Background: an optimization exercise with open tools, aiming at small area. Do not read the settings as production practice. The RTL was checked by simulation tests, not by an equivalence proof against the original design. Power and IR drop assume default switching activity.

==> trial 97 <==
// Project_Sensor
module Project_Sensor(
    input           iClk,
    input           iRst,
    input           iSet,
    input   [4:0]   iMode,
    input           iFPGA_Btn_U,
    input           iFPGA_Btn_D,
    input           iFPGA_Btn_R,
    input           iFPGA_Btn_L,
    output  [3:0]   oFnd_Com,
    output  [7:0]   oFnd_Data,
    output  [3:0]   oLed_Alarm,
    output  [9:0]   oLed,
    input           iEcho,
    output          oTrig,
    input           iDHT_In,
    output          oDHT_Out,
    output          oDHT_En
    );
Settings: LEC_CHECK=0, ABC_AREA=1, CAP_MARGIN=20, CORE_MARGIN=2, CORE_UTILIZATION=40, SLEW_MARGIN=20; clock period 14.0 ns.
standard.sh (not shown) runs the stock make flow with config.mk's settings and CLKGATE_MAP_FILE= SYNTH_SCRIPT=/design/flow/synth_recipe.tcl, a recipe that flattens the netlist after the stock synthesis.
==> flow/flow/run.sh <==
#!/bin/bash
# Layout flow: the standard ORFS flow (standard.sh) with three changes:
#  - synthesis maps logic with an area-oriented ABC script (flow/abc_area.script);
#    everything else in synthesis, including the registers, is the standard synthesis;
#  - ports are buffered with the smallest buffer (sky130_fd_sc_hd__buf_1);
#  - CTS uses small leaf buffers, larger sink clusters and no dummy loads.
# Each tool's output goes to the ORFS logs under orfs/logs; make's own output to flow_make.log.
set -euo pipefail
cd "$(dirname "$0")/.."
export BUFFER_PORTS_ARGS="-buffer_cell sky130_fd_sc_hd__buf_1"
W=$PWD

cat > "$W/flow_synth.tcl" <<EOT
proc abc {args} {
  set i [lsearch -exact \$args -script]
  if {\$i >= 0} { lset args [expr {\$i + 1}] {$W/flow/abc_area.script} }
  puts "abc with area script: \$args"
  yosys abc {*}\$args
}
source {$W/synth_recipe.tcl}
EOT

sed -E "s#SYNTH_SCRIPT=[^ ]+#SYNTH_SCRIPT=$W/flow_synth.tcl#" standard.sh > flow_standard.sh
grep -q "SYNTH_SCRIPT=$W/flow_synth.tcl" flow_standard.sh

CTS="-sink_clustering_enable -repair_clock_nets -dont_use_dummy_load -buf_list sky130_fd_sc_hd__clkbuf_8 -sink_clustering_size 12 -sink_clustering_max_diameter 60"
export CTS_ARGS="$CTS"
bash flow_standard.sh finish > "$W/flow_make.log" 2>&1
==> flow/flow/abc_area.script <==
strash
&get -n
&fraig -x
&deepsyn -T 60
&put
strash
&get -n
&dc2
&dch -f
&nf -R 1000
&put
strash
&get -n
&dc2
&dch -f
&nf -R 1000
&put
==> build 87: changes against trial 97 <==
--- a/flow/flow/run.sh
+++ b/flow/flow/run.sh
@@ -1,7 +1,9 @@
 #!/bin/bash
-# Layout flow: the standard ORFS flow (standard.sh) with three changes:
-#  - synthesis maps logic with an area-oriented ABC script (flow/abc_area.script);
-#    everything else in synthesis, including the registers, is the standard synthesis;
+# Layout flow: the standard ORFS flow (standard.sh) with these changes:
+#  - synthesis maps logic with an area-oriented ABC script (flow/abc_area.script), and
+#    leaves adders to ABC instead of mapping them to half/full-adder cells first
+#    (ADDER_MAP_FILE empty); everything else in synthesis, including the registers,
+#    is the standard synthesis;
 #  - ports are buffered with the smallest buffer (sky130_fd_sc_hd__buf_1);
 #  - CTS uses small leaf buffers, larger sink clusters and no dummy loads.
 # Each tool's output goes to the ORFS logs under orfs/logs; make's own output to flow_make.log.
@@ -25,4 +27,4 @@
 
 CTS="-sink_clustering_enable -repair_clock_nets -dont_use_dummy_load -buf_list sky130_fd_sc_hd__clkbuf_8 -sink_clustering_size 12 -sink_clustering_max_diameter 60"
 export CTS_ARGS="$CTS"
-bash flow_standard.sh finish > "$W/flow_make.log" 2>&1
+bash flow_standard.sh finish ADDER_MAP_FILE= > "$W/flow_make.log" 2>&1
==> build 27: changes against trial 97 <==
==> flow/flow/abc_area.script (replaced) <==
strash
&get -n
&fraig -x
&put
dc2
strash
&get -n
&dc2
&dch -f
&nf -R 1000
&put
strash
&get -n
&dc2
&dch -f
&nf -R 1000
&put
==> build 28: changes against trial 97 <==
==> flow/flow/run.sh (replaced) <==
#!/bin/bash
# Layout flow: the standard ORFS flow (standard.sh) with these changes:
#  - synthesis maps logic with an area-oriented ABC script (flow/abc_area.script), and
#    leaves adders to ABC instead of mapping them to half/full-adder cells first
#    (ADDER_MAP_FILE empty); everything else in synthesis, including the registers,
#    is the standard synthesis;
#  - ports are buffered with the smallest buffer (sky130_fd_sc_hd__buf_1);
#  - CTS uses small leaf buffers, larger sink clusters and no dummy loads.
# Each tool's output goes to the ORFS logs under orfs/logs; make's own output to flow_make.log.
set -euo pipefail
cd "$(dirname "$0")/.."
export BUFFER_PORTS_ARGS="-buffer_cell sky130_fd_sc_hd__buf_1"
W=$PWD

cat > "$W/flow_synth.tcl" <<EOT
proc abc {args} {
  set i [lsearch -exact \$args -script]
  if {\$i >= 0} { lset args [expr {\$i + 1}] {$W/flow/abc_area.script} }
  puts "abc with area script: \$args"
  yosys abc {*}\$args
}
source {$W/synth_recipe.tcl}
EOT

sed -E "s#SYNTH_SCRIPT=[^ ]+#SYNTH_SCRIPT=$W/flow_synth.tcl#" standard.sh > flow_standard.sh
grep -q "SYNTH_SCRIPT=$W/flow_synth.tcl" flow_standard.sh

CTS="-sink_clustering_enable -repair_clock_nets -dont_use_dummy_load -buf_list sky130_fd_sc_hd__clkbuf_8 -sink_clustering_size 16 -sink_clustering_max_diameter 60"
export CTS_ARGS="$CTS"
bash flow_standard.sh finish ADDER_MAP_FILE= > "$W/flow_make.log" 2>&1
==> summary of the runs <==
Between build 27 and build 87, the lower via count is in build 87 (gap 17%, measured against build 87).
Trial 97 completed without violations. Build 27 ran to the end with no violations. Build 28 ran to the end with no violations. Build 87 went through all stages and came out clean.
Against trial 97, the clock power of build 28 is smaller by about 8%.
In build 87 the clock-buffer cell count is lower than in build 28, by 1.
Between build 87 and trial 97, the lower wire length is in build 87 (gap 6.6%, measured against trial 97).
Cell area, highest first: build 27, trial 97, build 28, build 87.
Cell count: build 28 < build 87 < trial 97 < build 27.
The lowest sequential share of layout area belongs to build 27, the highest to build 87.
Non-clock buffer count, highest first: build 27, build 28, build 87, trial 97.
==> figures <==
Result of the run: trial 97 complete, no violations; build 87 complete, no violations; build 27 complete, no violations; build 28 complete, no violations
Clock insertion delay at the later pin of the skew report: trial 97 600 ps; build 87 560 ps; build 27 610 ps; build 28 570 ps
Final cell count without fillers: trial 97 1,994; build 87 1,848; build 27 2,238; build 28 1,832
Drt wl/cell: trial 97 18.61 µm; build 87 18.76 µm; build 27 17.61 µm; build 28 18.72 µm
Length of the first detailed-routing pass in iterations: trial 97 9; build 87 6; build 27 7; build 28 10
Diode count: trial 97 0; build 87 0; build 27 1; build 28 0
Crit path setup slack, layout: trial 97 1953 ps; build 87 1533 ps; build 27 1291 ps; build 28 1422 ps
Met3 Usage GRT: trial 97 3.525%; build 87 3.752%; build 27 2.218%; build 28 3.349%
Sum of internal, switching and leakage power: trial 97 1.909 mW; build 87 2.043 mW; build 27 2.123 mW; build 28 1.963 mW
Sequential Power: trial 97 879 µW; build 87 920 µW; build 27 933 µW; build 28 912 µW
Met2 Resource Use GR: trial 97 33.00%; build 87 31.92%; build 27 33.20%; build 28 30.79%
Layout Utilization: trial 97 44.09%; build 87 43.94%; build 27 44.03%; build 28 44.10%
Average instance area after synthesis: trial 97 9.571 µm²; build 87 9.285 µm²; build 27 8.757 µm²; build 28 9.385 µm²
Vias in the first global route: trial 97 11,110; build 87 10,260; build 27 12,030; build 28 10,050
Internal power component: trial 97 1.191 mW; build 87 1.239 mW; build 27 1.278 mW; build 28 1.221 mW
Unique masters post-synth: trial 97 57; build 87 66; build 27 67; build 28 68
Share of the synthesized area in compound gates (AO/OA/AOI/OAI): trial 97 20.91%; build 87 21.96%; build 27 19.31%; build 28 22.02%

[what the ideal ports hide]
How much do the figures lean on ideal ports? The routed layouts below were timed once more, with nothing changed but the port constraints.
Step 1 sets driving cells, clkbuf_16 on the clock port and buf_2 on the other inputs (assumed; they add their load-dependent delay and slew).
Step 2 times the ports against the registers' clock, not the clock port: input delays grow and output delays shrink by t, the midpoint of the rising clock arrivals with the driver on.
Three values: ideal, step 1, step 2; two values: the first two.
run | t (ns) | setup slack, ns | worst setup path after step 2
trial 97 | 0.626 | 1.953 / 1.929 / 1.929 | input to output
build 87 | 0.589 | 1.533 / 1.506 / 1.506 | input to output
build 27 | 0.619 | 1.291 / 1.268 / 1.268 | input to output
build 28 | 0.591 | 1.422 / 1.393 / 1.393 | input to output
After both steps every run listed still meets setup and hold. For build 28, which loses most, drivers alone change the setup slack by -0.029 ns; drivers and shift together by -0.029 ns.
